Context: an optimization exercise on an open-source flow, tuned for a short achievable clock period and few clock cycles. The choices shown serve that exercise and are no tape-out recipe.
RTL that was checked went through simulation tests only; none was proved equivalent to the original.
For runs 1 to 3, only the layout was checked, not whether the RTL still works.
Power and IR drop assume default switching activity.

### config.mk
export PLATFORM = sky130hd
export DESIGN_NAME = core
export DESIGN_NICKNAME = core
export VERILOG_FILES = /design/flow/design.v
export SDC_FILE = /design/flow/constraint.sdc
export NUM_CORES = 4
export LEC_CHECK = 0
export CAP_MARGIN = 20
export CORE_MARGIN = 2
export CORE_UTILIZATION = 40
export SETUP_SLACK_MARGIN = 3.7
export SLEW_MARGIN = 20
export TNS_END_PERCENT = 100
### constraint.sdc
create_clock -name core_clock -period 6.0 [get_ports {clk}]
set_input_delay 1.2000 -clock core_clock [delete_from_list [all_inputs] [get_ports {clk}]]
set_output_delay 1.2000 -clock core_clock [all_outputs]
set_load 0.01 [all_outputs]
### design.v
module bitty_add16 (
    input  [15:0] a,
    input  [15:0] b,
    input         cin,
    output [15:0] s,
    output        cout
);
    wire [15:0] p = a ^ b;
    wire [15:0] g0 = a & b;
    wire [15:0] g1, p1, g2, p2, g3, p3, g4, p4;
    wire [15:0] gi = {g0[15:1], g0[0] | (p[0] & cin)};
    genvar i;
    generate
        for (i = 0; i < 16; i = i + 1) begin : l1
            if (i >= 1) begin : a1
                assign g1[i] = gi[i] | (p[i] & gi[i-1]);
                assign p1[i] = p[i] & p[i-1];
            end else begin : b1
                assign g1[i] = gi[i];
                assign p1[i] = p[i];
            end
        end
        for (i = 0; i < 16; i = i + 1) begin : l2
            if (i >= 2) begin : a2
                assign g2[i] = g1[i] | (p1[i] & g1[i-2]);
                assign p2[i] = p1[i] & p1[i-2];
            end else begin : b2
                assign g2[i] = g1[i];
                assign p2[i] = p1[i];
            end
        end
        for (i = 0; i < 16; i = i + 1) begin : l3
            if (i >= 4) begin : a3
                assign g3[i] = g2[i] | (p2[i] & g2[i-4]);
                assign p3[i] = p2[i] & p2[i-4];
            end else begin : b3
                assign g3[i] = g2[i];
                assign p3[i] = p2[i];
            end
        end
        for (i = 0; i < 16; i = i + 1) begin : l4
            if (i >= 8) begin : a4
                assign g4[i] = g3[i] | (p3[i] & g3[i-8]);
                assign p4[i] = p3[i] & p3[i-8];
            end else begin : b4
                assign g4[i] = g3[i];
                assign p4[i] = p3[i];
            end
        end
    endgenerate
    assign s    = p ^ {g4[14:0], cin};
    assign cout = g4[15];
endmodule
module bitty_carry16 (
    input  [15:0] a,
    input  [15:0] b,
    input         cin,
    output [15:0] c,
    output        cout
);
    wire [15:0] p = a ^ b;
    wire [15:0] g0 = a & b;
    wire [15:0] g1, p1, g2, p2, g3, p3, g4, p4;
    wire [15:0] gi = {g0[15:1], g0[0] | (p[0] & cin)};
    genvar i;
    generate
        for (i = 0; i < 16; i = i + 1) begin : l1
            if (i >= 1) begin : a1
                assign g1[i] = gi[i] | (p[i] & gi[i-1]);
                assign p1[i] = p[i] & p[i-1];
            end else begin : b1
                assign g1[i] = gi[i];
                assign p1[i] = p[i];
            end
        end
        for (i = 0; i < 16; i = i + 1) begin : l2
            if (i >= 2) begin : a2
                assign g2[i] = g1[i] | (p1[i] & g1[i-2]);
                assign p2[i] = p1[i] & p1[i-2];
            end else begin : b2
                assign g2[i] = g1[i];
                assign p2[i] = p1[i];
            end
        end
        for (i = 0; i < 16; i = i + 1) begin : l3
            if (i >= 4) begin : a3
                assign g3[i] = g2[i] | (p2[i] & g2[i-4]);
                assign p3[i] = p2[i] & p2[i-4];
            end else begin : b3
                assign g3[i] = g2[i];
                assign p3[i] = p2[i];
            end
        end
        for (i = 0; i < 16; i = i + 1) begin : l4
            if (i >= 8) begin : a4
                assign g4[i] = g3[i] | (p3[i] & g3[i-8]);
                assign p4[i] = p3[i] & p3[i-8];
            end else begin : b4
                assign g4[i] = g3[i];
                assign p4[i] = p3[i];
            end
        end
    endgenerate
    assign c    = {g4[14:0], cin};
    assign cout = g4[15];
endmodule
module bitty_geq16 (
    input  [15:0] x,
    input  [15:0] y,
    output        cout
);
    wire [15:0] g0 = x & y;
    wire [15:0] p0 = x | y;
    wire [7:0] g1, p1;
    wire [3:0] g2, p2;
    wire [1:0] g3, p3;
    genvar i;
    generate
        for (i = 0; i < 8; i = i + 1) begin : l1
            if (i == 0) begin : c0
                assign g1[i] = g0[1] | (p0[1] & (g0[0] | p0[0]));
                assign p1[i] = 1'b0;
            end else begin : cn
                assign g1[i] = g0[2*i+1] | (p0[2*i+1] & g0[2*i]);
                assign p1[i] = p0[2*i+1] & p0[2*i];
            end
        end
        for (i = 0; i < 4; i = i + 1) begin : l2
            assign g2[i] = g1[2*i+1] | (p1[2*i+1] & g1[2*i]);
            assign p2[i] = p1[2*i+1] & p1[2*i];
        end
        for (i = 0; i < 2; i = i + 1) begin : l3
            assign g3[i] = g2[2*i+1] | (p2[2*i+1] & g2[2*i]);
            assign p3[i] = p2[2*i+1] & p2[2*i];
        end
    endgenerate
    assign cout = g3[1] | (p3[1] & g3[0]);
endmodule
module core (
    input clk,
    input reset,
    output [11:0] imem_addr,
    input [15:0] imem_data,
    output wb_valid,
    output [2:0] wb_reg,
    output [15:0] wb_data
);
    localparam NT = 8;          
    reg [11:0] fa;              
    reg        dv;              
    reg [11:0] dpc;             
    reg        dhit;            
    reg [3:0]  dmask;           
    reg        ev, e_alu, e_br;
    reg [2:0]  e_rx;
    reg [15:0] e_a, e_b;        
    reg [15:0] e_na, e_nb;      
    reg [15:0] e_bx;            
    reg        e_sub, e_ar;     
    reg [7:0]  e_op;            
    reg [1:0]  e_cond;
    reg [11:0] e_tgt, e_fall, e_pc;
    reg        e_hit;
    reg [3:0]  e_mask;
    reg        vv;              
    reg [3:0]  v_mask;
    reg [11:0] v_fall;
    reg        r_act, r_len;    
    reg [11:0] r_key;
    reg [3:0]  r_mask;
    reg        i_v;             
    reg [7:0]  i_sel;           
    reg        i_upd;           
    reg [11:0] i_key, i_del;
    reg [3:0]  i_mask;
    reg        w_v;
    reg [2:0]  w_rx;
    reg        k_v;
    reg [15:0] k_c;
    reg [15:0] R [0:7];
    reg [15:0] C;               
    reg [15:0] wbd;             
    reg        wbv;
    reg [2:0]  wbr;
    reg          tv    [0:NT-1];
    reg [11:0]   tkey  [0:NT-1];
    reg [11:0]   tdel  [0:NT-1];    
    reg [3:0]    tmask [0:NT-1];
    reg [2:0]    tptr;        
    assign imem_addr = fa;
    assign wb_valid  = wbv;
    assign wb_reg    = wbr;
    assign wb_data   = wbd;
    wire c_hi0 = ~|C[15:2];
    wire [3:0] ccls = {~c_hi0, c_hi0 & C[1] & ~C[0], c_hi0 & ~C[1] & C[0], c_hi0 & ~C[1] & ~C[0]};
    wire mis_v = vv & ~|(v_mask & ccls);
    wire [15:0] a = e_a;
    wire [15:0] b = e_b;
    wire [15:0] cy;
    wire        cy_out;
    bitty_carry16 u_cy (.a(a), .b(e_bx), .cin(e_sub), .c(cy), .cout(cy_out));
    wire [15:0] p_ab = a ^ e_bx;
    wire        ge, le;
    bitty_geq16 u_ge (.x(a), .y(e_nb), .cout(ge));    
    bitty_geq16 u_le (.x(b), .y(e_na), .cout(le));    
    wire        b_big = |b[15:4];
    wire [15:0] r_shl = b_big ? 16'd0 : (a << b[3:0]);
    wire [15:0] r_shr = b_big ? 16'd0 : (a >> b[3:0]);
    wire [15:0] r_cmp = {14'd0, ~ge, ~le};
    wire [15:0] oth = ({16{e_op[2]}} & (a & b))
                    | ({16{e_op[3]}} & (a | b))
                    | ({16{e_op[4]}} & (a ^ b))
                    | ({16{e_op[5]}} & r_shl)
                    | ({16{e_op[6]}} & r_shr)
                    | ({16{e_op[7]}} & r_cmp);
    wire [15:0] res0 = ({16{e_ar}} &  p_ab) | oth;    
    wire [15:0] res1 = ({16{e_ar}} & ~p_ab) | oth;    
    wire [15:0] res  = (cy & res1) | (~cy & res0);
    wire e_commit = ev & ~mis_v;
    wire do_alu   = e_commit & e_alu;
    wire ex_alu   = ev & e_alu;       
    wire [3:0] cond_oh = 4'd1 << e_cond;
    wire taken   = e_br & |(cond_oh[2:0] & ccls[2:0]);
    wire e_ok    = |(e_mask & ccls);
    wire mis_e   = e_commit & ~e_alu & (e_hit ? ~e_ok : taken);
    wire mis     = mis_v | mis_e;
    wire [11:0] raddr = mis_v ? v_fall : (taken ? e_tgt : e_fall);
    wire [3:0] k_br  = ~e_br ? 4'b1111 : (taken ? cond_oh : ~cond_oh);
    wire [3:0] k_grp = k_br & ((e_hit & e_ok) ? e_mask : 4'b1111);
    reg  [NT-1:0] m;            
    reg  [NT-1:0] u;            
    reg  [11:0]   t_del;
    reg  [3:0]    t_mask;
    integer k;
    always @(*) begin
        t_del = 12'd0;
        t_mask = 4'd0;
        for (k = 0; k < NT; k = k + 1) begin
            m[k] = tv[k] & (tkey[k] == fa);
            u[k] = tv[k] & (tkey[k] == r_key);
            t_del = t_del | ({12{m[k]}} & tdel[k]);
            t_mask = t_mask | ({4{m[k]}} & tmask[k]);
        end
    end
    wire        hit  = |m;
    wire [11:0] fa_next = mis ? raddr : (fa + 12'd1) ^ t_del;
    wire          install = e_commit & e_alu & r_act & r_len;
    wire          upd     = |u;
    wire [NT-1:0] wsel    = upd ? u : (8'd1 << tptr);
    wire [1:0] fmt = imem_data[1:0];
    wire [2:0] rx  = imem_data[15:13];
    wire [2:0] ry  = imem_data[12:10];
    wire [2:0] d_opc = imem_data[4:2];
    wire       ex_wr = ev & e_alu;    
    wire       fwd_a = ex_wr & (e_rx == rx);
    wire       fwd_b = ex_wr & (e_rx == ry) & ~fmt[0];
    wire [15:0] ra   = (w_v & (w_rx == rx)) ? C : R[rx];
    wire [15:0] rb   = fmt[0] ? {8'd0, imem_data[12:5]} : (w_v & (w_rx == ry)) ? C : R[ry];
    wire [15:0] d_a  = fwd_a ? res : ra;
    wire [15:0] d_b  = fwd_b ? res : rb;
    wire       d_sub = (d_opc == 3'd1) | (d_opc == 3'd7);
    wire [15:0] a1   = fwd_a ? res1 : ra;
    wire [15:0] a0   = fwd_a ? res0 : ra;
    wire [15:0] b1   = fwd_b ? res1 : rb;
    wire [15:0] b0   = fwd_b ? res0 : rb;
    wire [15:0] bx1  = b1 ^ {16{d_sub}};
    wire [15:0] bx0  = b0 ^ {16{d_sub}};
    integer i;
    always @(posedge clk or posedge reset) begin
        if (reset) begin
            fa <= 12'd0; dv <= 1'b0;
            ev <= 1'b0;
            vv <= 1'b0;
            r_act <= 1'b0;
            i_v <= 1'b0;
            k_v <= 1'b0;
            w_v <= 1'b0;
            for (i = 0; i < 8; i = i + 1) R[i] <= 16'h0001;
            C <= 16'h0001;
            wbv <= 1'b0;
            for (i = 0; i < NT; i = i + 1) tv[i] <= 1'b0;
            tptr <= 0;
        end else begin
            fa     <= fa_next;
            dv     <= ~mis;
            ev     <= dv & ~mis;
            wbv <= do_alu;
            if (ex_alu)
                C <= res;
            else if (k_v)
                C <= k_c;
            k_v <= mis_v & ex_alu;
            w_v <= do_alu;
            if (w_v) R[w_rx] <= C;
            vv     <= do_alu & e_hit;
            if (e_commit) r_act <= 1'b1;
            i_v <= install;
            if (i_v) begin
                for (i = 0; i < NT; i = i + 1)
                    if (i_sel[i]) tv[i] <= 1'b1;
                if (!i_upd) tptr <= tptr + 1'b1;
            end
        end
    end
    always @(posedge clk) begin
        dpc    <= fa;
        dhit   <= hit;
        dmask  <= t_mask;
        e_alu  <= ~fmt[1];
        e_br   <= (fmt == 2'b10) & (imem_data[3:2] != 2'b11);
        e_rx   <= rx;
        e_a    <= (cy & a1) | (~cy & a0);
        e_b    <= (cy & b1) | (~cy & b0);
        e_nb   <= ~((cy & b1) | (~cy & b0));
        e_na   <= ~((cy & a1) | (~cy & a0));
        e_bx   <= (cy & bx1) | (~cy & bx0);
        e_sub  <= d_sub;
        e_ar   <= ~d_opc[2] & ~d_opc[1];
        e_op   <= 8'd1 << d_opc;
        e_cond <= imem_data[3:2];
        e_tgt  <= imem_data[15:4];
        e_fall <= dpc + 12'd1;
        e_pc   <= dpc;
        e_hit  <= dhit;
        e_mask <= dmask;
        wbr    <= e_rx;
        if (ex_alu) wbd <= res;
        v_mask <= e_mask;
        v_fall <= e_fall;
        k_c    <= C;
        w_rx   <= e_rx;
        i_key  <= r_key;
        i_del  <= e_pc ^ (r_key + 12'd1);
        i_mask <= r_mask;
        i_sel  <= wsel;
        i_upd  <= upd;
        if (i_v) begin
            for (i = 0; i < NT; i = i + 1)
                if (i_sel[i]) begin
                    tkey[i]  <= i_key;
                    tdel[i]  <= i_del;
                    tmask[i] <= i_mask;
                end
        end
        if (e_commit) begin
            if (e_alu) begin
                r_len  <= 1'b0;
                r_key  <= e_pc;
                r_mask <= 4'b1111;
            end else begin
                r_len  <= 1'b1;
                if (!r_act) r_key <= e_pc;
                r_mask <= (r_act ? r_mask : 4'b1111) & k_grp;
            end
        end
    end
endmodule
### run.sh
#!/bin/bash
# synth_recipe.tcl (not shown) runs the flow's synth.tcl, then flattens the netlist and writes it again
# the make line also repeats each setting of config.mk as NAME=value (left out here)
make -C /OpenROAD-flow-scripts/flow DESIGN_CONFIG=/design/flow/config.mk WORK_HOME=/design/flow/orfs CLKGATE_MAP_FILE= SYNTH_SCRIPT=/design/flow/synth_recipe.tcl finish
==> results of run 1 <==
==> area by class of cell <==
| type | count | area [µm²] | share of cell area |
|---|---|---|---|
| Inverter | 109 | 473.0 | 0.01177 |
| Tap cell | 1040 | 1301 | 0.03238 |
| Clock buffer | 100 | 2091 | 0.05203 |
| Timing Repair inverter | 1 | 5.005 | 0.0001246 |
| Clock inverter | 29 | 396.6 | 0.009871 |
| Timing Repair Buffer | 382 | 4036 | 0.1005 |
| Multi-Input combinational cell | 1706 | 15210 | 0.3786 |
| Sequential cell | 653 | 16670 | 0.4148 |
==> final timing paths <==
check | start | end | slack, ns | cells past startpoint
worst max-delay path | e_a[0]$_DFF_P_ | wbd[13]$_DFFE_PP_ | 3.23 | 9
worst min-delay path | dmask[0]$_DFF_P_ | e_mask[0]$_DFF_P_ | 0.33 | 0
max in group asynchronous | reset | R[6][0]$_DFFE_PP1P_ | 4.04 | 4
worst max register to register | e_a[0]$_DFF_P_ | wbd[13]$_DFFE_PP_ | 3.23 | 9
min in group asynchronous | reset | tv[1]$_DFFE_PP0P_ | 1.34 | 2
worst min register to register | dmask[0]$_DFF_P_ | e_mask[0]$_DFF_P_ | 0.33 | 0
==> layout by cell type, fill, tap and decap left out, drive strengths merged, types with 32 or more instances in the layout <==
cell type	n
o21ai	115
a22oi	78
dfrtp	165
nor2	67
xor2	57
dfxtp	222
nand4	55
and3	34
nor4	41
mux2	136
mux2i	83
o211ai	32
clkbuf	103
a21oi	66
ha	57
inv	105
nand3	85
buf	359
xnor2	212
edfxtp	257
mux4	54
nand2	185
nor3	32
==> worst max-delay path, stage by stage, from the launching register on <==
cell and delay [ns]:
dfxtp_4 0.37, ha_4 0.26, a21o_1 0.18, a221o_2 0.44, a2111oi_4 0.38, buf_4 0.19, nor4_2 0.04, nor3_2 0.30
nor2b_4 0.28, inv_2 0.08
==> power breakdown <==
group / switching (mW) / internal, mW / total, mW
sequential: 1.16 / 5.88 / 7.04
clock: 1.81 / 2.83 / 4.63
combinational: 3.25 / 2.97 / 6.22
total: 6.21 / 11.7 / 17.9
==> per-stage QoR <==
stage	util	total power [mW]
final	0.5213	17.89
after global routing	0.5213	18.57
after CTS	0.5079	17.43
after detailed placement	0.4272	11.52
after global placement	0.4271	11.41
after floorplan	-	9.865
==> flip-flops by register name, summed over array words and instances, names as in the netlist, 16 cells and up <==
signal and cells:
C 16, R 128, e_a 16, e_b 16, e_bx 16, e_na 16
e_nb 16, k_c 16, tdel 96, tkey 96, tmask 32, wbd 16
==> per-layer routing <==
| layer | wire length, µm | up-vias | track usage |
|---|---|---|---|
| li1 | - | 10340 | - |
| met1 | 46700 | 11993 | 0.3846 |
| met5 | 0 | - | 0 |
| met3 | 9252 | 265 | 0.04155 |
| met4 | 4304 | 0 | 0.1012 |
| met2 | 47720 | 1291 | 0.4029 |
==> kinds of logic after synthesis <==
group	Yosys count	share of synthesized area
DFF	653	0.5338
and+or+nand+nor	608	0.1034
AOI/OAI and AO/OA	497	0.1119
muxes	273	0.1156
xor gates and xnor gates	269	0.07610
buffers and inverters	264	0.03617
adders and majority gates	57	0.02303
==> what timing repair did <==
item / CTS / global route
cloned: 13 / 3
pin swaps: 86 / 94
gates resized for setup: 586 / 118
buffers inserted: 203 / 57
endpoints found under the setup margin: 359 / 197
==> results.yml, run 1 <==
critical_path:
  cp_max_fo: 4
  arrival_ns: 3.12
  crit_path_end_kind: "flip-flop"
  critical_path.startpoint_type: "flip-flop"
  worstPathRequired_ns: 6.35
  path_class: "flip-flop to flip-flop"
sta:
  hold_violations: 0
  worst_slew_pin_slew_ns: 1.009
  fmax_mhz: 361.2
  setup_tns_ns: 0
  setup_ws_ns: 3.232
  maxSlewHeadroom: 0.3273
  grt_setup_unrepaired: "true"
  fin_hold_ws_ns: 0.3267
  setup_violations: 0
  fin_skew_ns: 0.02716
  finalMaxSlewViolations: 0
  period_share: 0.4614
  post-route-min-period_ns: 2.768
logic_synthesis:
  yosys.area.top_type_share: 0.2493
  synthTopCellsByArea: "edfxtp_1 25%, dfxtp_1 14%, dfrtp_1 13%"
  syn-cell-area_um2: 30960
  synthArstFlopShare: 0.2665
  ys.flop_type: "edfxtp_1"
  synth.most_common_cell: "edfxtp_1"
  synth_edf_count: 257
  ys_types: 91
  synthCells: 2621
  avgSynthCellArea_um2: 11.81
  ys_warn_count: 6
  synthTopCellsByCount: "257 x edfxtp_1, 222 x dfxtp_1, 212 x xnor2_1"
  synth_nets: 2696
  yosysSeqAreaShare: 0.5338
  synth_top_area_cell: "edfxtp_1"
  ys_ff_latch: 653
pwr:
  cellPowerDensity_nw_per_um2: 445.2
  p_leak_nw: 15.65
  ir_drop_mv: 0.1865
floorplanning:
  core_area_um2: 77080
  initial_core_util: 0.4017
  die_y_um: 282.2
  fp-row-count: 102
  die_width_um: 282.2
  boundaryPins: 50
  floorplan.die_area_um2: 79640
global_route:
  antenna_found_initial: 1
  grt_first_pass_wirelength_um: 156700
  grt_start_max_net_pins: 79
  gr-total-overflow: 0
  grt_pass1_vias: 23270
  track_usage: 0.2664
cts:
  htreeDepth: 3
  cts_tree: "built"
  cts_buffers: 70
  ctsHoldBuffers: 0
  root_buffer: "clkbuf_16"
  clk_pin_slew_worst_paths_ns: 0.06
  clkSinkCount: 653
  clkLatencyLatePin_ns: 0.62
  cts_buffer_depth: 3
drt:
  avgViaCountPerCell: 5.943
  wl_per_cell_um: 26.86
  final_antenna_net_count: 0
  dr.pass1.iters: 6
  drt_wl_total_um: 108000
  drc_errors: 0
  via_count: 23889
  drtIter0Drc: 2858
placement:
  gp_congestion: 0.9280
  dpl.hpwl_um: 65040
  dpl.cell_count: 3615
  post_dp_cell_area_um2: 32930
  port-buffer-count: 49
  pre_cts_slack_ns: 1.678
finish:
  nets: 2998
  drive_gt1_frac: 0.3517
  final_cell_area_um2: 40180
  post_layout_nonfiller_instances: 4020
  n_antenna_cell: 0
  area_delta_synth_final_pct: 29.78
  fill_cells: 6537
flow_run:
  max_cap_violations: 0
status:
  status: "finished clean"
min_path:
  hp-class: "flip-flop to flip-flop"
==> run 2, diff against run 1 <==
--- a/config.mk
+++ b/config.mk
@@ -8,6 +8,6 @@
 export CAP_MARGIN = 20
 export CORE_MARGIN = 2
 export CORE_UTILIZATION = 40
-export SETUP_SLACK_MARGIN = 3.7
+export SETUP_SLACK_MARGIN = 3.3
 export SLEW_MARGIN = 20
 export TNS_END_PERCENT = 100
==> run 2 against run 1 <==
Compared with the run above:
- still clean
- clock skew about the same
- setup slack improved by 0.069 ns
- synthesized cell count unchanged
- cell count decreased by 3.5%
- largest cell class unchanged
==> results.yml, run 2 <==
critical_path:
  path_class: "flip-flop to flip-flop"
  path_buf_inv: 2
  critical_path.startpoint_type: "flip-flop"
  crit_path_end_kind: "flip-flop"
  crit_family: "compound AO/OA/AOI/OAI gates"
  cp_slowest_cell: "o21ai_0"
  critPathMaxStageDelay_ns: 0.50
  arrival_ns: 3.20
  rr_startpoint: "e_a[3]$_DFF_P_"
  path_cells: "buf_4 -> inv_1 -> mux4_2 -> o21ai_0 -> a2111o_1 -> nor2_1 -> o31a_1 -> xnor2_1"
  worstSetupStartpoint: "e_a[3]$_DFF_P_"
  worstPathRequired_ns: 6.50
  cp_max_fo: 15
drt:
  avgViaCountPerCell: 5.868
  final_antenna_net_count: 0
  drc_errors: 0
  wl_per_cell_um: 25.04
  dr.pass1.iters: 9
  drt_wl_total_um: 97150
  drtIter0Drc: 2731
  via_count: 22766
sta:
  period_share: 0.4499
  finalMaxSlewViolations: 0
  fmax_mhz: 370.5
  maxSlewHeadroom: 0.3674
  grt_setup_unrepaired: "true"
  post-route-min-period_ns: 2.699
  fin_skew_ns: 0.02688
  setup_violations: 0
  setup_tns_ns: 0
  worst_slew_pin_slew_ns: 0.9461
  hold_violations: 0
logic_synthesis:
  synth_top_area_cell: "edfxtp_1"
  synth_nets: 2696
  ys_types: 91
  yosys.area.top_type_share: 0.2493
  synthArstFlopShare: 0.2665
  synth.most_common_cell: "edfxtp_1"
  synthTopCellsByArea: "edfxtp_1 25%, dfxtp_1 14%, dfrtp_1 13%"
  avgSynthCellArea_um2: 11.81
  synth_edf_count: 257
  ys_warn_count: 6
  ys_ff_latch: 653
  ys.flop_type: "edfxtp_1"
  synthTopCellsByCount: "257 x edfxtp_1, 222 x dfxtp_1, 212 x xnor2_1"
  synthCells: 2621
  yosysSeqAreaShare: 0.5338
  syn-cell-area_um2: 30960
finish:
  largest_reg_flops: 128
  n_antenna_cell: 0
  reg_top3: "R x128, tdel x96, tkey x96"
  drive_gt1_frac: 0.2423
  area_delta_synth_final_pct: 19.18
  largest-register: "R"
  final_cell_mix: "257 x edfxtp_1, 209 x xnor2_1, 198 x dfxtp_1"
  nets: 2859
  mostFrequentLayoutCell: "edfxtp_1"
  fill_cells: 6836
  fin_util: 0.4787
global_route:
  grt_first_pass_wirelength_um: 144200
  grt_start_max_net_pins: 152
  grt_pass1_vias: 22064
  track_usage: 0.2427
  antenna_found_initial: 2
  gr-total-overflow: 0
status:
  status: "finished clean"
pwr:
  ir_drop_mv: 0.1949
  cellPowerDensity_nw_per_um2: 442.3
  p_leak_nw: 14.25
  report.power.total_mw: 16.32
floorplanning:
  die_width_um: 282.2
  floorplan.die_area_um2: 79640
  core_area_um2: 77080
  die_y_um: 282.2
  fp-row-count: 102
  boundaryPins: 50
  initial_core_util: 0.4017
cts:
  clk_pin_slew_worst_paths_ns: 0.06
  clkSinkCount: 653
  cts_buffers: 69
  clkLatencyLatePin_ns: 0.62
  cts_buffer_depth: 3
  ctsHoldBuffers: 0
  htreeDepth: 3
  cts_tree: "built"
  root_buffer: "clkbuf_16"
flow_run:
  max_cap_violations: 0
placement:
  port-buffer-count: 49
  gp_congestion: 0.9694
  dpl.hpwl_um: 62490
min_path:
  hp-class: "flip-flop to flip-flop"
  worstHoldStart: "dmask[0]$_DFF_P_"
-- run 2: logic make-up after synthesis --
family / Yosys count / synth area share
flops: 653 / 0.5338
simple gates: 608 / 0.1034
compound gates: 497 / 0.1119
mux: 273 / 0.1156
xor+xnor: 269 / 0.07610
buf+inv: 264 / 0.03617
fa+ha+maj: 57 / 0.02303
-- run 2: what timing repair did --
action	4_1_cts	5_1_grt
pin swaps	19	19
cloned	6	0
buffers inserted	85	50
setup endpoints to repair	176	85
gates resized for setup	190	68
-- run 2: cell type report --
type / count / area, µm² / area share
Clock inverter: 23 / 242.7 / 0.006579
Tap cell: 1040 / 1301 / 0.03527
Inverter: 109 / 436.7 / 0.01183
Timing Repair Buffer: 243 / 2333 / 0.06324
Multi-Input combinational cell: 1708 / 13940 / 0.3777
Sequential cell: 653 / 16640 / 0.4509
Clock buffer: 104 / 2011 / 0.05449
-- run 2: worst register-to-register path, stage by stage, from the launching register on --
cell and delay, ns:
dfxtp_4 0.36, buf_4 0.24, inv_1 0.10, mux4_2 0.48, o21ai_0 0.50, a2111o_1 0.39, nor2_1 0.08, o31a_1 0.29
xnor2_1 0.13
-- run 2: metrics by stage --
stage | hold slack (ns) | cells | setup slack [ns] | cell area, µm²
floorplan | 0.3096 | 2621 | 2.583 | 31130
global placement | 0.3175 | 3612 | 1.904 | 32600
detailed placement | 0.3143 | 3612 | 1.847 | 32600
CTS | 0.3318 | 3830 | 3.303 | 36220
global route | 0.3443 | 3880 | 3.276 | 36900
finish | 0.3297 | 3880 | 3.301 | 36900
-- run 2: layer usage --
metal  track usage  vias to the layer above  wire, µm
met2        0.3642                      999     43390
met3       0.04229                      182      7640
met4       0.08588                        2      2771
met1        0.3525                    11528     43340
met5             0                        -        14
li1              -                    10055         -
-- run 2: path summary, 6_finish.rpt --
kind | cells after the start | slack [ns] | end
min reg2reg | 0 | 0.33 | e_mask[0]$_DFF_P_
min in group asynchronous | 2 | 1.11 | tv[4]$_DFFE_PP0P_
max in group asynchronous | 3 | 3.56 | C[8]$_DFFE_PP0P_
max reg2reg | 8 | 3.30 | e_bx[4]$_DFF_P_
max | 8 | 3.30 | e_bx[4]$_DFF_P_
min | 0 | 0.33 | e_mask[0]$_DFF_P_
-- run 2: report_power, final --
| group | switching (mW) | internal [mW] | total, mW |
|---|---|---|---|
| registers | 1.09 | 5.87 | 6.96 |
| clock network | 1.80 | 2.43 | 4.23 |
| logic | 2.76 | 2.36 | 5.12 |
| total | 5.65 | 10.7 | 16.3 |
==> run 3, diff against run 2 <==
--- a/config.mk
+++ b/config.mk
@@ -7,7 +7,7 @@
 export LEC_CHECK = 0
 export CAP_MARGIN = 20
 export CORE_MARGIN = 2
-export CORE_UTILIZATION = 40
-export SETUP_SLACK_MARGIN = 3.3
+export CORE_UTILIZATION = 45
+export SETUP_SLACK_MARGIN = 3.5
 export SLEW_MARGIN = 20
 export TNS_END_PERCENT = 100
==> run 3 against run 2 <==
Compared with the run above:
- register-to-register slack better by 0.09 ns
- clock skew hardly changed
- routed wire length up 7.1%
- area after synthesis unchanged
- final area increased by 4.7%
- first-iteration DRC count increased by 13%
- via count up 4.5%
- die area shrank 11%
- clock power grew 4%
- largest cell class unchanged
- highest routed layer is now met4
==> results.yml, run 3 <==
logic_synthesis:
  synthTopCellsByCount: "257 x edfxtp_1, 222 x dfxtp_1, 212 x xnor2_1"
  avgSynthCellArea_um2: 11.81
  yosysSeqAreaShare: 0.5338
  syn-cell-area_um2: 30960
  ys_types: 91
  synth-compound-area-share: 0.1119
  synth_edf_count: 257
  ys.flop_type: "edfxtp_1"
  yosys.area.top_type_share: 0.2493
  synth_top_family_by_area: "multiplexers"
  synth-simple-area-share: 0.1034
  synth.most_common_cell: "edfxtp_1"
  synth_top_area_cell: "edfxtp_1"
  synthAdderAreaFrac: 0.02303
  synth_mux_area_frac: 0.1156
  synthCells: 2621
  ys_ff_latch: 653
  synth_nets: 2696
  yosys.area_share.xor_xnor: 0.07610
  synthArstFlopShare: 0.2665
  ys_warn_count: 6
  synthTopCellsByArea: "edfxtp_1 25%, dfxtp_1 14%, dfrtp_1 13%"
floorplanning:
  floorplan.die_area_um2: 70920
  initial_core_util: 0.4530
  die_width_um: 266.3
  boundaryPins: 50
  die_y_um: 266.3
  fp-row-count: 96
  core_area_um2: 68350
finish:
  largest_reg_flops: 128
  n_antenna_cell: 0
  drive_gt1_frac: 0.3096
  area_delta_synth_final_pct: 24.77
  reg_top3: "R x128, tdel x96, tkey x96"
  final_cell_area_um2: 38630
  nets: 2946
  largest-register: "R"
  multiInputGateArea_um2: 14650
  regArea_um2: 16650
  mostFrequentLayoutCell: "edfxtp_1"
  final_cell_mix: "257 x edfxtp_1, 213 x buf_4, 193 x xnor2_1"
  fill_cells: 5508
global_route:
  track_usage: 0.2831
  antenna_found_initial: 1
  grt_start_max_net_pins: 175
  grt_pass1_vias: 22568
  gr-total-overflow: 0
  grt_first_pass_wirelength_um: 149400
drt:
  drtIter0Drc: 3097
  drc_errors: 0
  dr.pass1.iters: 6
  wl_per_cell_um: 27.30
  final_antenna_net_count: 0
  via_count: 23780
  avgViaCountPerCell: 6.238
  drt_wl_total_um: 104100
critical_path:
  arrival_ns: 3.12
  worstPathRequired_ns: 6.51
  path_class: "flip-flop to flip-flop"
  critical_path.startpoint_type: "flip-flop"
  crit_path_end_kind: "flip-flop"
  cp_max_fo: 5
sta:
  fmax_mhz: 383.8
  finalMaxSlewViolations: 0
  grt_setup_unrepaired: "true"
  post-route-min-period_ns: 2.605
  worst_slew_pin_slew_ns: 0.9688
  maxSlewHeadroom: 0.3542
  setup_violations: 0
  fin_skew_ns: 0.02672
  setup_tns_ns: 0
  period_share: 0.4342
  hold_violations: 0
status:
  status: "finished clean"
flow_run:
  max_cap_violations: 0
placement:
  port-buffer-count: 49
  post_dp_cell_area_um2: 32580
  dpl.hpwl_um: 63030
  gp_congestion: 0.9434
cts:
  ctsHoldBuffers: 0
  clkSinkCount: 653
  root_buffer: "clkbuf_16"
  clk_pin_slew_worst_paths_ns: 0.06
  cts_buffer_depth: 3
  cts_tree: "built"
  cts_buffers: 71
  clkLatencyLatePin_ns: 0.63
  htreeDepth: 3
pwr:
  p_leak_nw: 15.10
  ir_drop_mv: 0.2841
  cellPowerDensity_nw_per_um2: 443.7
min_path:
  hp-class: "flip-flop to flip-flop"
[run 3: layout make-up]
class | count | area share
inverters | 109 | 0.01143
multi-input cells | 1709 | 0.3792
flip-flops and latches | 653 | 0.4310
well taps | 882 | 0.02857
clock inverters | 23 | 0.006316
clock buffers | 109 | 0.05526
repair buffers | 327 | 0.08829
[run 3: cell families after synthesis]
family,count (synthesis)
and+or+nand+nor,608
buffers and inverters,264
xor gates and xnor gates,269
muxes,273
AOI/OAI and AO/OA,497
adders and majority gates,57
DFF,653
[run 3: critical path, cell delays in order, from the launching register on]
cell       delay (ns)
dfxtp_4          0.37
ha_4             0.25
a21o_1           0.20
a221o_2          0.43
a2111oi_4        0.42
nor4_2           0.08
nor3_2           0.24
nor2b_4          0.27
inv_2            0.08
a21o_1           0.16
[run 3: power by group]
part	internal [mW]	switching (mW)
Sequential	5.87	1.11
Combinational	2.69	3.05
Clock	2.57	1.85
Total	11.1	6.01
[run 3: through the flow]
step / total power, mW / hold slack (ns) / instances / worst slack (ns) / utilization
3_3_place_gp: 11.27 / 0.3116 / 3457 / 1.976 / 0.4766
4_1_cts: 16.65 / 0.3186 / 3746 / 3.373 / 0.5449
6_report: 17.14 / 0.3184 / 3812 / 3.395 / 0.5652
3_5_place_dp: 11.40 / 0.3147 / 3457 / 1.948 / 0.4766
5_1_grt: 17.83 / 0.3244 / 3812 / 3.306 / 0.5652
2_1_floorplan: 9.786 / 0.3096 / 2621 / 2.583 / -
[run 3: final timing paths]
kind	start	to	cells past startpoint	slack (ns)
max in group asynchronous	reset	C[11]$_DFFE_PP0P_	4	3.94
min	dmask[1]$_DFF_P_	e_mask[1]$_DFF_P_	0	0.32
max reg2reg	e_a[2]$_DFF_P_	e_b[13]$_DFF_P_	9	3.39
min reg2reg	dmask[1]$_DFF_P_	e_mask[1]$_DFF_P_	0	0.32
max	e_a[2]$_DFF_P_	e_b[13]$_DFF_P_	9	3.39
min in group asynchronous	reset	R[4][2]$_DFFE_PP0P_	3	0.99
[run 3: repair_timing]
item | CTS | global route
pin swaps | 40 | 47
cloned | 4 | 13
setup endpoints to repair | 188 | 138
gates resized for setup | 343 | 142
buffers inserted | 153 | 52
[run 3: routing by layer]
layer | track usage | share of wire
met1 | 0.4205 | 0.44
met2 | 0.4217 | 0.44
met3 | 0.05083 | 0.094
met4 | 0.08351 | 0.028
met5 | 0 | 0
==> run 4, diff against run 3 <==
--- a/design.v
+++ b/design.v
@@ -179,7 +179,6 @@
     reg [15:0] k_c;
     reg [15:0] R [0:7];
     reg [15:0] C;               
-    reg [15:0] wbd;             
     reg        wbv;
     reg [2:0]  wbr;
     reg          tv    [0:NT-1];
@@ -190,7 +189,7 @@
     assign imem_addr = fa;
     assign wb_valid  = wbv;
     assign wb_reg    = wbr;
-    assign wb_data   = wbd;
+    assign wb_data   = C;
     wire c_hi0 = ~|C[15:2];
     wire [3:0] ccls = {~c_hi0, c_hi0 & C[1] & ~C[0], c_hi0 & ~C[1] & C[0], c_hi0 & ~C[1] & ~C[0]};
     wire mis_v = vv & ~|(v_mask & ccls);
@@ -324,7 +323,6 @@
         e_hit  <= dhit;
         e_mask <= dmask;
         wbr    <= e_rx;
-        if (ex_alu) wbd <= res;
         v_mask <= e_mask;
         v_fall <= e_fall;
         k_c    <= C;
--- a/config.mk
+++ b/config.mk
@@ -7,7 +7,8 @@
 export LEC_CHECK = 0
 export CAP_MARGIN = 20
 export CORE_MARGIN = 2
-export CORE_UTILIZATION = 45
-export SETUP_SLACK_MARGIN = 3.5
+export CORE_UTILIZATION = 50
+export PLACE_DENSITY = 0.7
+export SETUP_SLACK_MARGIN = 3.6
 export SLEW_MARGIN = 20
 export TNS_END_PERCENT = 100
==> run 4 against run 3 <==
Compared with the run above:
- still clean on timing, DRC and antenna
- combinational power rose by 2%
- core utilization rose by 7.9 points
- cell count fell by 4.2%
- critical path depth fell by 8
- hold slack improved by 0.0053 ns
- global-route usage rose by 4.1 points
- sequential power fell by 2%
- setup slack improved by 0.042 ns
- clock power fell by 5.2%
- flip-flop and latch count fell by 16
- critical endpoint is now wb_data[0]
- largest power group unchanged
- highest routed layer is now met5
==> results.yml, run 4 <==
cts:
  htreeDepth: 3
  ctsHoldBuffers: 0
  cts_buffers: 67
  clkLatencyLatePin_ns: 0.63
  root_buffer: "clkbuf_16"
  cts_buffer_depth: 3
  clk_pin_slew_worst_paths_ns: 0.06
  cts_tree: "built"
  clkSinkCount: 637
drt:
  wl_per_cell_um: 28.63
  final_antenna_net_count: 0
  drtIter0Drc: 2937
  avgViaCountPerCell: 6.486
  dr.pass1.iters: 16
  drt_wl_total_um: 104500
  via_count: 23679
  drc_errors: 0
finish:
  drive_gt1_frac: 0.3570
  area_delta_synth_final_pct: 28.27
  final_cell_area_um2: 38690
  fin_util: 0.6447
  final_cell_mix: "241 x edfxtp_1, 223 x xnor2_1, 217 x buf_4"
  mostFrequentLayoutCell: "edfxtp_1"
  largest_reg_flops: 128
  post_layout_nonfiller_instances: 3651
  nets: 2890
  reg_top3: "R x128, tdel x96, tkey x96"
  largest-register: "R"
critical_path:
  rr_startpoint: "e_b[1]$_DFF_P_"
  path_class: "flip-flop to output port"
  cp_slowest_cell: "dfstp_4"
  path_buf_inv: 1
  r2r_slack_ns: 3.44
  critical_path.startpoint_type: "flip-flop"
  arrival_ns: 1.36
  crit_cells: 1
  worstSetupStartpoint: "C[0]$_DFFE_PP1P_"
  worstPathRequired_ns: 4.80
  path_cells: "buf_6"
  cp_max_fo: 2
  rr_worst_depth: 7
  crit_family: "flip-flops"
  endpoint: "wb_data[0]"
  reg2reg_to: "e_bx[15]$_DFF_P_"
  critPathMaxStageDelay_ns: 0.64
  crit_path_end_kind: "output port"
placement:
  post_dp_cell_area_um2: 31610
  gp_congestion: 0.9552
  pre_cts_slack_ns: 1.490
  dpl.hpwl_um: 59510
  dpl.cell_count: 3234
  port-buffer-count: 49
pwr:
  p_leak_nw: 15.13
  ir_drop_mv: 0.3173
  cellPowerDensity_nw_per_um2: 437.5
  report.power.total_mw: 16.93
sta:
  post-route-min-period_ns: 2.564
  maxSlewHeadroom: 0.2987
  setup_tns_ns: 0
  fin_skew_ns: 0.03174
  setup_ws_ns: 3.436
  worst_slew_pin_slew_ns: 1.052
  fin_hold_ws_ns: 0.3237
  period_share: 0.4273
  finalMaxSlewViolations: 0
  hold_violations: 0
  fmax_mhz: 390.1
  setup_violations: 0
  grt_setup_unrepaired: "true"
logic_synthesis:
  avgSynthCellArea_um2: 11.93
  syn-cell-area_um2: 30170
  ys_types: 95
  synthTopCellsByArea: "edfxtp_1 24%, dfxtp_1 15%, dfrtp_1 14%"
  ys.flop_type: "edfxtp_1"
  synth.most_common_cell: "edfxtp_1"
  synthTopCellsByCount: "241 x edfxtp_1, 240 x xnor2_1, 222 x dfxtp_1"
  synthCells: 2529
  ys_warn_count: 6
  yosysSeqAreaShare: 0.5319
  yosys.area.top_type_share: 0.2399
  synth_top_area_cell: "edfxtp_1"
  ys_ff_latch: 637
  synth_nets: 2604
  synth_edf_count: 241
  synthArstFlopShare: 0.2732
flow_run:
  max_cap_violations: 0
floorplanning:
  die_y_um: 249.6
  initial_core_util: 0.5026
  floorplan.die_area_um2: 62320
  core_area_um2: 60020
  boundaryPins: 50
  fp-row-count: 90
  die_width_um: 249.6
status:
  status: "finished clean"
global_route:
  grt_first_pass_wirelength_um: 151100
  grt_pass1_vias: 23411
  grt_start_max_net_pins: 175
  gr-total-overflow: 0
  antenna_found_initial: 5
  track_usage: 0.3241
min_path:
  hp-class: "flip-flop to flip-flop"
run 4: changes by cell type in the layout (fill, tap and decap cells not counted), sizes merged, moves of 13 or more:
cell | previous run | this run
nand2 | 185 | 139
mux2 | 136 | 164
and3 | 34 | 17
nand3 | 85 | 62
nor4 | 43 | 29
xnor2 | 212 | 240
xor2 | 57 | 37
edfxtp | 257 | 241
o21ai | 115 | 94
inv | 104 | 91
buf | 288 | 358
nor2 | 67 | 97
clkbuf | 119 | 103
run 4: repair_timing:
action	CTS	global route
gates resized for setup	486	180
pin swaps	62	78
setup buffers	221	52
endpoints found under the setup margin	180	146
hold endpoints to repair	0	0
cloned	17	4
run 4: worst min-delay path by stage:
stage | end | depth (start not counted) | startpoint | slack [ns]
after global placement | e_mask[3]$_DFF_P_ | 0 | dmask[3]$_DFF_P_ | 0.31
after CTS | e_mask[1]$_DFF_P_ | 0 | dmask[1]$_DFF_P_ | 0.33
after floorplan | e_hit$_DFF_P_ | 0 | dhit$_DFF_P_ | 0.31
after global routing | e_mask[1]$_DFF_P_ | 0 | dmask[1]$_DFF_P_ | 0.33
final | e_hit$_DFF_P_ | 0 | dhit$_DFF_P_ | 0.32
after detailed placement | e_mask[2]$_DFF_P_ | 0 | dmask[2]$_DFF_P_ | 0.31
run 4: kinds of logic after synthesis:
kind of cell	Yosys count	synth area share
buffers and inverters	261	0.03662
xor gates and xnor gates	277	0.08042
AOI/OAI and AO/OA	492	0.1166
muxes	285	0.1217
DFF	637	0.5319
and+or+nand+nor	518	0.08843
adders and majority gates	59	0.02430
run 4: area by class of cell:
cell class                      instances  area (µm²)
Antenna cell                            1       2.502
Clock buffer                           98        1988
Clock inverter                         24       229.0
Fill cell                            4260       21330
Inverter                               95       402.9
Multi-Input combinational cell       1633       14720
Sequential cell                       637       16200
Tap cell                              782       978.4
Timing Repair Buffer                  380        4167
Timing Repair inverter                  1       7.507
run 4: power by group:
| group | internal (mW) | switching, mW |
|---|---|---|
| sequential | 5.72 | 1.15 |
| combinational | 2.88 | 3.00 |
| clock | 2.38 | 1.81 |
run 4: per-layer routing:
layer  wire, µm  track usage  part of all wire  vias to the layer above
met3      11070      0.08229              0.11                      428
met4       5939       0.1608             0.057                        4
met1      38460       0.4111              0.37                    11781
met5         29            0           0.00028                        -
met2      49010       0.5175              0.47                     1515
li1           -            -                 -                     9951
Testbench counts of run 4, summed over its fixed seeds: cycles 66,292.
==> run 5, diff against run 4 <==
--- a/config.mk
+++ b/config.mk
@@ -7,8 +7,7 @@
 export LEC_CHECK = 0
 export CAP_MARGIN = 20
 export CORE_MARGIN = 2
-export CORE_UTILIZATION = 50
-export PLACE_DENSITY = 0.7
-export SETUP_SLACK_MARGIN = 3.6
+export CORE_UTILIZATION = 40
+export SETUP_SLACK_MARGIN = 3.5
 export SLEW_MARGIN = 20
-export TNS_END_PERCENT = 100
+export TNS_END_PERCENT = 5
==> run 5 against run 4 <==
Compared with the run above:
- first-iteration DRC count fell by 7.0%
- global-route usage fell by 8.4 points
- setup slack lost 0.17 ns
- final area down 7.0%
- total power down 4.3%
- cell count increased by 1.0%
- synthesized cell count unchanged
- combinational power shrank 18%
- sequential power is essentially flat
- clock-buffer cell count down 9
- critical endpoint is now e_bx[1]$_DFF_P_
- largest cell class unchanged
- largest power group unchanged
- highest routed layer unchanged
==> results.yml, run 5 <==
critical_path:
  crit_path_end_kind: "flip-flop"
  critical_path.startpoint_type: "primary input"
  path_class: "primary input to flip-flop"
  cp_max_fo: 25
  arrival_ns: 3.23
  worstPathRequired_ns: 6.50
logic_synthesis:
  synthCells: 2529
  ys_ff_latch: 637
  synthTopCellsByArea: "edfxtp_1 24%, dfxtp_1 15%, dfrtp_1 14%"
  avgSynthCellArea_um2: 11.93
  syn-cell-area_um2: 30170
  synth_nets: 2604
  synth.most_common_cell: "edfxtp_1"
  synthArstFlopShare: 0.2732
  synth_edf_count: 241
  synth_top_area_cell: "edfxtp_1"
  ys_warn_count: 6
  ys_types: 95
  ys.flop_type: "edfxtp_1"
  synthTopCellsByCount: "241 x edfxtp_1, 240 x xnor2_1, 222 x dfxtp_1"
  yosysSeqAreaShare: 0.5319
  yosys.area.top_type_share: 0.2399
drt:
  avgViaCountPerCell: 5.934
  via_count: 21883
  wl_per_cell_um: 26.06
  drc_errors: 0
  dr.pass1.iters: 6
  drt_wl_total_um: 96090
  final_antenna_net_count: 0
  drtIter0Drc: 2732
sta:
  hold_violations: 0
  post-route-min-period_ns: 2.735
  finalMaxSlewViolations: 0
  setup_violations: 0
  fmax_mhz: 365.7
  period_share: 0.4558
  grt_setup_unrepaired: "true"
  setup_tns_ns: 0
  maxSlewHeadroom: 0.3973
  worst_slew_pin_slew_ns: 0.9041
  fin_hold_ws_ns: 0.3265
  fin_skew_ns: 0.02618
global_route:
  met1_usage: 0.3519
  grt_use_met2: 0.3683
  grt_start_max_net_pins: 111
  track_usage: 0.2400
  busiest_layer: "met2"
  gr-total-overflow: 0
  antenna_found_initial: 2
  grt_first_pass_wirelength_um: 139900
  grt_pass1_vias: 21146
  grt_use_met3: 0.03565
floorplanning:
  initial_core_util: 0.4045
  boundaryPins: 50
  floorplan.die_area_um2: 77630
  die_y_um: 278.6
  core_area_um2: 74570
  fp-row-count: 100
  die_width_um: 278.6
finish:
  reg_top3: "R x128, tdel x96, tkey x96"
  largest_reg_flops: 128
  n_antenna_cell: 0
  mostFrequentLayoutCell: "edfxtp_1"
  final_cell_mix: "241 x edfxtp_1, 239 x xnor2_1, 200 x dfxtp_1"
  largest-register: "R"
  drive_gt1_frac: 0.2582
  area_delta_synth_final_pct: 19.32
  fill_cells: 6541
  final_cell_area_um2: 36000
  nets: 2739
cts:
  htreeDepth: 3
  clk_pin_slew_worst_paths_ns: 0.06
  cts_buffers: 67
  clkSinkCount: 637
  cts_buffer_depth: 3
  cts_tree: "built"
  root_buffer: "clkbuf_16"
  clkLatencyLatePin_ns: 0.63
placement:
  post_dp_cell_area_um2: 31570
  dpl.hpwl_um: 60540
  gp_congestion: 0.9563
  port-buffer-count: 49
flow_run:
  max_cap_violations: 0
status:
  status: "finished clean"
min_path:
  hp-class: "flip-flop to flip-flop"
pwr:
  cellPowerDensity_nw_per_um2: 450.2
  p_leak_nw: 13.93
  ir_drop_mv: 0.2146
[run 5: path summary, 6_finish.rpt]
path / slack (ns) / cells past startpoint / start / to
worst max-delay path: 3.27 / 9 / imem_data[11] / e_bx[1]$_DFF_P_
worst min-delay path: 0.33 / 0 / dmask[3]$_DFF_P_ / e_mask[3]$_DFF_P_
worst max register to register: 3.29 / 9 / e_b[1]$_DFF_P_ / e_a[1]$_DFF_P_
worst min register to register: 0.33 / 0 / dmask[3]$_DFF_P_ / e_mask[3]$_DFF_P_
max in group asynchronous: 3.74 / 3 / reset / C[3]$_DFFE_PP0P_
min in group asynchronous: 1.09 / 2 / reset / tv[4]$_DFFE_PP0P_
[run 5: area by class of cell]
| cell class | count | area [µm²] | share of cell area |
|---|---|---|---|
| clock buffer | 89 | 1901 | 0.05280 |
| clock inverter | 35 | 516.7 | 0.01436 |
| sequential | 637 | 16180 | 0.4494 |
| timing repair buffer | 231 | 2248 | 0.06246 |
| multi-input combinational | 1632 | 13560 | 0.3767 |
| tap | 969 | 1212 | 0.03368 |
| inverter | 95 | 380.4 | 0.01057 |
[run 5: metrics by stage]
| step | std cells | utilization | setup slack, ns | total power [mW] |
|---|---|---|---|---|
| floorplan | 2529 | - | 2.583 | 9.418 |
| global placement | 3427 | 0.4234 | 1.553 | 10.89 |
| detailed placement | 3427 | 0.4234 | 1.573 | 11.00 |
| CTS | 3631 | 0.4707 | 3.234 | 15.87 |
| global route | 3688 | 0.4827 | 3.230 | 16.87 |
| finish | 3688 | 0.4827 | 3.265 | 16.21 |
[run 5: repair_timing]
| action | 4_1_cts | 5_1_grt |
|---|---|---|
| pin swaps | 8 | 16 |
| cloned | 3 | 4 |
| resized for setup | 174 | 84 |
| setup buffers | 77 | 53 |
| endpoints found under the setup margin | 179 | 159 |
| hold buffers | 0 | 0 |
[run 5: power breakdown]
part           total [mW]  internal (mW)  switching (mW)
Combinational        4.84           2.30            2.54
Clock                4.50           2.70            1.80
Sequential           6.86           5.71            1.15
Total                16.2           10.7            5.49
[run 5: kinds of logic after synthesis]
logic type / share of synthesized area
flops: 0.5319
xor+xnor: 0.08042
simple gates: 0.08843
fa+ha+maj: 0.02430
mux: 0.1217
compound gates: 0.1166
buf+inv: 0.03662
[run 5: worst max-delay path, cell delays in order]
cell        delay (ns)
buf_6             0.25
buf_8             0.26
clkinvlp_4        0.28
o2bb2ai_1         0.23
a221oi_2          0.12
o21ai_0           0.28
o21ai_0           0.12
mux2_2            0.32
xnor2_1           0.13
[run 5: metal layers]
layer	wire length (µm)	up-vias
met1	42850	11065
li1	-	9616
met2	43120	1024
met3	7612	176
met5	9	-
met4	2503	2
==> run 6, diff against run 5 <==
--- a/config.mk
+++ b/config.mk
@@ -10,4 +10,4 @@
 export CORE_UTILIZATION = 40
 export SETUP_SLACK_MARGIN = 3.5
 export SLEW_MARGIN = 20
-export TNS_END_PERCENT = 5
+export TNS_END_PERCENT = 100
==> run 6 against run 5 <==
Compared with the run above:
- still clean
- core utilization grew 1.2 points
- fmax grew 6.7%
- total power grew 0.72%
- clock power shrank 4%
- hold slack is essentially flat
- critical path depth shrank 8
- register-to-register slack gained 0.17 ns
- cell count grew 1.4%
- sequential power shrank 1%
- area after synthesis is the same
- combinational power grew 7.6%
- clock-buffer cell count grew 3
- critical endpoint is now wb_data[0]
- highest routed layer unchanged
==> results.yml, run 6 <==
status:
  status: "finished clean"
finish:
  area_delta_synth_final_pct: 22.33
  fin_util: 0.4949
  reg_top3: "R x128, tdel x96, tkey x96"
  n_antenna_cell: 0
  drive_gt1_frac: 0.2987
  largest-register: "R"
  final_cell_area_um2: 36900
  mostFrequentLayoutCell: "edfxtp_1"
  fill_cells: 6504
  nets: 2790
  final_cell_mix: "241 x edfxtp_1, 236 x xnor2_1, 198 x dfxtp_1"
  largest_reg_flops: 128
sta:
  hold_violations: 0
  worst_slew_pin_slew_ns: 0.8693
  fin_skew_ns: 0.03106
  grt_setup_unrepaired: "true"
  period_share: 0.4270
  maxSlewHeadroom: 0.4173
  finalMaxSlewViolations: 0
  setup_violations: 0
  fmax_mhz: 390.3
  setup_tns_ns: 0
  post-route-min-period_ns: 2.562
critical_path:
  critPathMaxStageDelay_ns: 0.65
  arrival_ns: 1.36
  crit_family: "flip-flops"
  cp_max_fo: 2
  path_cells: "buf_6"
  worstPathRequired_ns: 4.80
  path_buf_inv: 1
  cp_slowest_cell: "dfstp_4"
  critical_path.startpoint_type: "flip-flop"
  path_class: "flip-flop to output port"
  crit_path_end_kind: "output port"
drt:
  wl_met1_um: 40530
  drtIter0Drc: 2241
  met3RoutedLength_um: 6712
  top_layer: "met5"
  avgViaCountPerCell: 5.940
  via_count: 22205
  wl_per_cell_um: 26.06
  dr.pass1.iters: 7
  drc_errors: 0
  drt_wl_total_um: 97420
  final_antenna_net_count: 0
  wl_met2_um: 47140
cts:
  clkSinkCount: 637
  root_buffer: "clkbuf_16"
  cts_tree: "built"
  cts_buffer_depth: 3
  htreeDepth: 3
  clkLatencyLatePin_ns: 0.62
  cts_buffers: 68
  clk_pin_slew_worst_paths_ns: 0.06
pwr:
  cellPowerDensity_nw_per_um2: 442.3
  p_leak_nw: 14.30
  ir_drop_mv: 0.4580
logic_synthesis:
  synthCells: 2529
  avgSynthCellArea_um2: 11.93
  synth_top_area_cell: "edfxtp_1"
  ys_types: 95
  synthArstFlopShare: 0.2732
  yosysSeqAreaShare: 0.5319
  synth_nets: 2604
  ys_warn_count: 6
  synth_edf_count: 241
  synthTopCellsByCount: "241 x edfxtp_1, 240 x xnor2_1, 222 x dfxtp_1"
  syn-cell-area_um2: 30170
  synth.most_common_cell: "edfxtp_1"
  ys_ff_latch: 637
  ys.flop_type: "edfxtp_1"
  yosys.area.top_type_share: 0.2399
  synthTopCellsByArea: "edfxtp_1 24%, dfxtp_1 15%, dfrtp_1 14%"
floorplanning:
  fp-row-count: 100
  initial_core_util: 0.4045
  die_width_um: 278.6
  boundaryPins: 50
  floorplan.die_area_um2: 77630
  die_y_um: 278.6
  core_area_um2: 74570
placement:
  post_dp_cell_area_um2: 31750
  gp_congestion: 0.9185
  port-buffer-count: 49
  dpl.hpwl_um: 60150
global_route:
  gr-total-overflow: 0
  grt_first_pass_wirelength_um: 143500
  grt_pass1_vias: 21780
  track_usage: 0.2459
  antenna_found_initial: 5
  grt_start_max_net_pins: 72
min_path:
  hp-class: "flip-flop to flip-flop"
flow_run:
  max_cap_violations: 0
==> run 6: worst paths after layout <==
check / start / endpoint / slack, ns / depth (start not counted)
worst max-delay path: C[0]$_DFFE_PP1P_ / wb_data[0] / 3.44 / 1
max in group asynchronous: reset / R[5][15]$_DFFE_PP0P_ / 4.01 / 4
min in group asynchronous: reset / tv[0]$_DFFE_PP0P_ / 0.92 / 2
worst min register to register: dmask[3]$_DFF_P_ / e_mask[3]$_DFF_P_ / 0.33 / 0
worst max register to register: e_b[1]$_DFF_P_ / C[10]$_DFFE_PP0P_ / 3.46 / 9
worst min-delay path: dmask[3]$_DFF_P_ / e_mask[3]$_DFF_P_ / 0.33 / 0
==> run 6: per-layer routing <==
metal  track usage  vias to the layer above
met4       0.07734                        2
li1              -                     9728
met3       0.03883                      184
met2        0.4119                     1007
met1        0.3272                    11284
met5             0                        -
==> run 6: worst register-to-register path, cell delays in order (launching register included) <==
cell and delay, ns:
dfxtp_4 0.40, buf_12 0.16, buf_4 0.14, mux4_2 0.50
nand2b_1 0.20, a311oi_2 0.30, a21oi_2 0.14, buf_4 0.16
nor3_4 0.27, o21ai_0 0.14
==> run 6: kinds of logic (layout without fill, tap and decap cells) <==
family / count (synthesis) / after routing / share of synthesized area
AOI/OAI and AO/OA: 492 / 492 / 0.1166
buffers and inverters: 261 / 500 / 0.03662
and+or+nand+nor: 518 / 519 / 0.08843
xor gates and xnor gates: 277 / 277 / 0.08042
muxes: 285 / 285 / 0.1217
DFF: 637 / 637 / 0.5319
adders and majority gates: 59 / 59 / 0.02430
==> run 6: power breakdown <==
group | internal [mW] | switching (mW) | total [mW] | leakage, nW
clock | 2.54 | 1.80 | 4.34 | 1.15
combinational | 2.51 | 2.70 | 5.21 | 6.97
sequential | 5.72 | 1.05 | 6.77 | 6.17
==> run 6: repair_timing <==
item                       CTS  global route
hold endpoints to repair     0             0
setup endpoints to repair  180           108
cloned                       5             3
gates resized for setup    334           105
pin swaps                   23            35
hold buffers                 0             0
setup buffers              148            31
==> run 6: cell type report <==
cell class	count	area, µm²	area share
Timing Repair Buffer	281	2789	0.07557
Clock buffer	92	1964	0.05323
Clock inverter	32	370.4	0.01004
Tap cell	969	1212	0.03285
Sequential cell	637	16200	0.4389
Multi-Input combinational cell	1632	13980	0.3789
Inverter	95	385.4	0.01044
==> run 6: through the flow <==
step / hold slack (ns) / setup slack (ns) / instances / total power, mW
global placement: 0.3106 / 1.879 / 3426 / 10.88
global route: 0.3298 / 3.366 / 3738 / 17.01
floorplan: 0.3096 / 2.583 / 2529 / 9.489
finish: 0.3269 / 3.438 / 3738 / 16.32
CTS: 0.3279 / 3.409 / 3703 / 16.04
detailed placement: 0.3128 / 1.809 / 3426 / 11.00
==> run 7, diff against run 6 <==
--- a/config.mk
+++ b/config.mk
@@ -8,6 +8,7 @@
 export CAP_MARGIN = 20
 export CORE_MARGIN = 2
 export CORE_UTILIZATION = 40
+export GPL_ROUTABILITY_DRIVEN = 0
 export SETUP_SLACK_MARGIN = 3.5
 export SLEW_MARGIN = 20
 export TNS_END_PERCENT = 100
==> run 7 against run 6 <==
Compared with the run above:
- hold slack lost 0.0023 ns
- non-clock buffer count grew 10
- clock power shrank 2%
- combinational power grew 2%
==> results.yml, run 7 <==
status:
  status: "finished clean"
critical_path:
  path_class: "flip-flop to flip-flop"
  crit_family: "multiplexers"
  arrival_ns: 3.14
  critPathMaxStageDelay_ns: 0.55
  cp_slowest_cell: "mux4_2"
  cpMostUsedCell: "mux4_2"
  rr_worst_depth: 9
  path_cells: "buf_12 -> buf_6 -> mux4_2 -> mux4_2 -> nor2b_4 -> a2111oi_4 -> buf_4 -> a21oi_2 -> o221a_1"
  reg2reg_to: "e_bx[15]$_DFF_P_"
  rr_startpoint: "e_b[1]$_DFF_P_"
  cp_max_fo: 5
  path_buf_inv: 3
  crit_path_end_kind: "flip-flop"
  critical_path.startpoint_type: "flip-flop"
  r2r_slack_ns: 3.37
  worstPathRequired_ns: 6.51
  worstSetupStartpoint: "e_b[1]$_DFF_P_"
min_path:
  worstHoldStart: "dmask[1]$_DFF_P_"
  hold_end: "e_mask[1]$_DFF_P_"
  hp-class: "flip-flop to flip-flop"
  whs_path_depth: 0
finish:
  largest_reg_flops: 128
  final_cell_area_um2: 37150
  mostFrequentLayoutCell: "edfxtp_1"
  largest-register: "R"
  post_layout_nonfiller_instances: 3750
  area_delta_synth_final_pct: 23.15
  fin_util: 0.4982
  multiInputGateArea_um2: 14050
  fill_cells: 6396
  final_cell_mix: "241 x edfxtp_1, 237 x xnor2_1, 200 x dfxtp_1"
  regArea_um2: 16200
  drive_gt1_frac: 0.3017
  nets: 2801
  n_antenna_cell: 0
  reg_top3: "R x128, tdel x96, tkey x96"
logic_synthesis:
  synthCells: 2529
  synthTopCellsByArea: "edfxtp_1 24%, dfxtp_1 15%, dfrtp_1 14%"
  yosys.area.top_type_share: 0.2399
  ys_warn_count: 6
  synthArstFlopShare: 0.2732
  synth_edf_count: 241
  syn-cell-area_um2: 30170
  synth_top_area_cell: "edfxtp_1"
  synth_nets: 2604
  synth.most_common_cell: "edfxtp_1"
  ys_types: 95
  synthTopCellsByCount: "241 x edfxtp_1, 240 x xnor2_1, 222 x dfxtp_1"
  avgSynthCellArea_um2: 11.93
  ys.flop_type: "edfxtp_1"
  ys_ff_latch: 637
  yosysSeqAreaShare: 0.5319
sta:
  maxSlewHeadroom: 0.3305
  finalMaxSlewViolations: 0
  period_share: 0.4383
  setup_violations: 0
  fin_hold_ws_ns: 0.3246
  fin_skew_ns: 0.03106
  fmax_mhz: 380.3
  post-route-min-period_ns: 2.630
  hold_violations: 0
  setup_ws_ns: 3.370
  grt_setup_unrepaired: "true"
  setup_tns_ns: 0
  worst_slew_pin_slew_ns: 0.9988
pwr:
  cellPowerDensity_nw_per_um2: 440.9
  report.power.total_mw: 16.38
  ir_drop_mv: 0.2830
  p_leak_nw: 14.31
cts:
  clkSinkCount: 637
  root_buffer: "clkbuf_16"
  cts_buffers: 68
  cts_buffer_depth: 3
  clk_pin_slew_worst_paths_ns: 0.06
  clkLatencyLatePin_ns: 0.63
  htreeDepth: 3
  cts_tree: "built"
placement:
  pre_cts_slack_ns: 1.657
  post_dp_cell_area_um2: 31730
  dpl.hpwl_um: 58630
  dpl.cell_count: 3423
  port-buffer-count: 49
floorplanning:
  die_y_um: 278.6
  core_area_um2: 74570
  initial_core_util: 0.4045
  die_width_um: 278.6
  fp-row-count: 100
  boundaryPins: 50
  floorplan.die_area_um2: 77630
global_route:
  gr-total-overflow: 0
  grt_pass1_vias: 21908
  grt_start_max_net_pins: 175
  track_usage: 0.2448
  antenna_found_initial: 3
  grt_first_pass_wirelength_um: 143200
drt:
  drc_errors: 0
  dr.pass1.iters: 8
  final_antenna_net_count: 0
  via_count: 22384
  drt_wl_total_um: 97650
  avgViaCountPerCell: 5.969
  wl_per_cell_um: 26.04
  drtIter0Drc: 2388
flow_run:
  max_cap_violations: 0
[run 7: cell counts after synthesis]
No cell type changed its count.
[run 7: power breakdown]
group | leakage, nW | switching, mW | internal (mW)
combinational | 7.03 | 2.73 | 2.62
clock | 1.11 | 1.82 | 2.44
sequential | 6.17 | 1.05 | 5.72
total | 14.3 | 5.60 | 10.8
[run 7: area by class of cell]
class / instances / area share
sequential: 637 / 0.4359
multi-input combinational: 1633 / 0.3781
inverter: 95 / 0.01047
clock inverter: 28 / 0.009363
tap: 969 / 0.03264
timing repair buffer: 291 / 0.08093
clock buffer: 97 / 0.05257
[run 7: worst reg2reg max path: stages (launching register included)]
cell and delay [ns]:
dfxtp_4 0.42, buf_12 0.15, buf_6 0.10, mux4_2 0.55, mux4_2 0.49, nor2b_4 0.15, a2111oi_4 0.25, buf_4 0.18
a21oi_2 0.04, o221a_1 0.20
[run 7: timing repair]
action,in CTS,in global routing
setup buffers,154,36
pin swaps,37,51
endpoints found under the setup margin,176,143
resized for setup,340,113
hold buffers,0,0
gates cloned,9,2
[run 7: worst max path at each step]
| stage | depth (start not counted) | slack, ns | to |
|---|---|---|---|
| 6_report | 9 | 3.37 | e_bx[15]$_DFF_P_ |
| 3_5_place_dp | 7 | 1.66 | e_bx[14]$_DFF_P_ |
| 4_1_cts | 8 | 3.39 | e_bx[15]$_DFF_P_ |
| 2_1_floorplan | 1 | 2.58 | C[10]$_DFFE_PP0P_ |
| 5_1_grt | 9 | 3.35 | e_bx[1]$_DFF_P_ |
| 3_3_place_gp | 7 | 1.71 | e_bx[14]$_DFF_P_ |
[run 7: cells by family after synthesis]
family	count (synthesis)	synth area share
flops	637	0.5319
simple gates	518	0.08843
buf+inv	261	0.03662
compound gates	492	0.1166
xor+xnor	277	0.08042
mux	285	0.1217
fa+ha+maj	59	0.02430
[run 7: per-layer routing]
metal	vias up	global-route usage	routed length [µm]
met5	-	0	12
met4	2	0.08478	3507
met3	230	0.04535	7737
met2	1071	0.4003	46120
met1	11330	0.3265	40270
li1	9751	-	-

-- static timing again, ports no longer ideal --
No port has a modelled driver above. Below, the same layouts with a new extraction and two added sets of constraints.
Step 1: set_driving_cell puts a clkbuf_16 on clk and a buf_2 on each other input, an assumption about the parent block.
Step 2, shift: input delay + t, output delay - t, t = (earliest + latest rising clock arrival at the registers) / 2. This alone moves slack from input paths to output paths.
Slacks: no drivers / after step 1 / after step 2; pairs: no drivers / after step 1.
run	shift t [ns]	setup slack, ns	hold WS [ns]	worst setup path after step 2	worst data-port slew with drivers (ns)
run 1	0.666	3.232 / 3.232 / 2.659	0.327 / 0.327 / 0.327	input to register	0.15
run 2	0.674	3.301 / 3.273 / 2.706	0.330 / 0.330 / 0.330	input to register	0.07
run 3	0.686	3.395 / 3.374 / 2.687	0.318 / 0.318 / 0.318	input to register	0.20
run 4	0.673	3.436 / 3.374 / 2.717	0.324 / 0.324 / 0.324	input to register	0.23
run 5	0.676	3.265 / 3.205 / 2.601	0.327 / 0.327 / 0.327	input to register	0.10
run 6	0.667	3.438 / 3.380 / 2.794	0.327 / 0.327 / 0.327	input to register	0.12
run 7	0.676	3.370 / 3.343 / 2.667	0.325 / 0.325 / 0.325	input to register	0.30
After both steps every run listed still meets setup and hold. The setup slack of run 4, which loses most, moves by -0.062 ns with the drivers and by -0.719 ns with both steps.
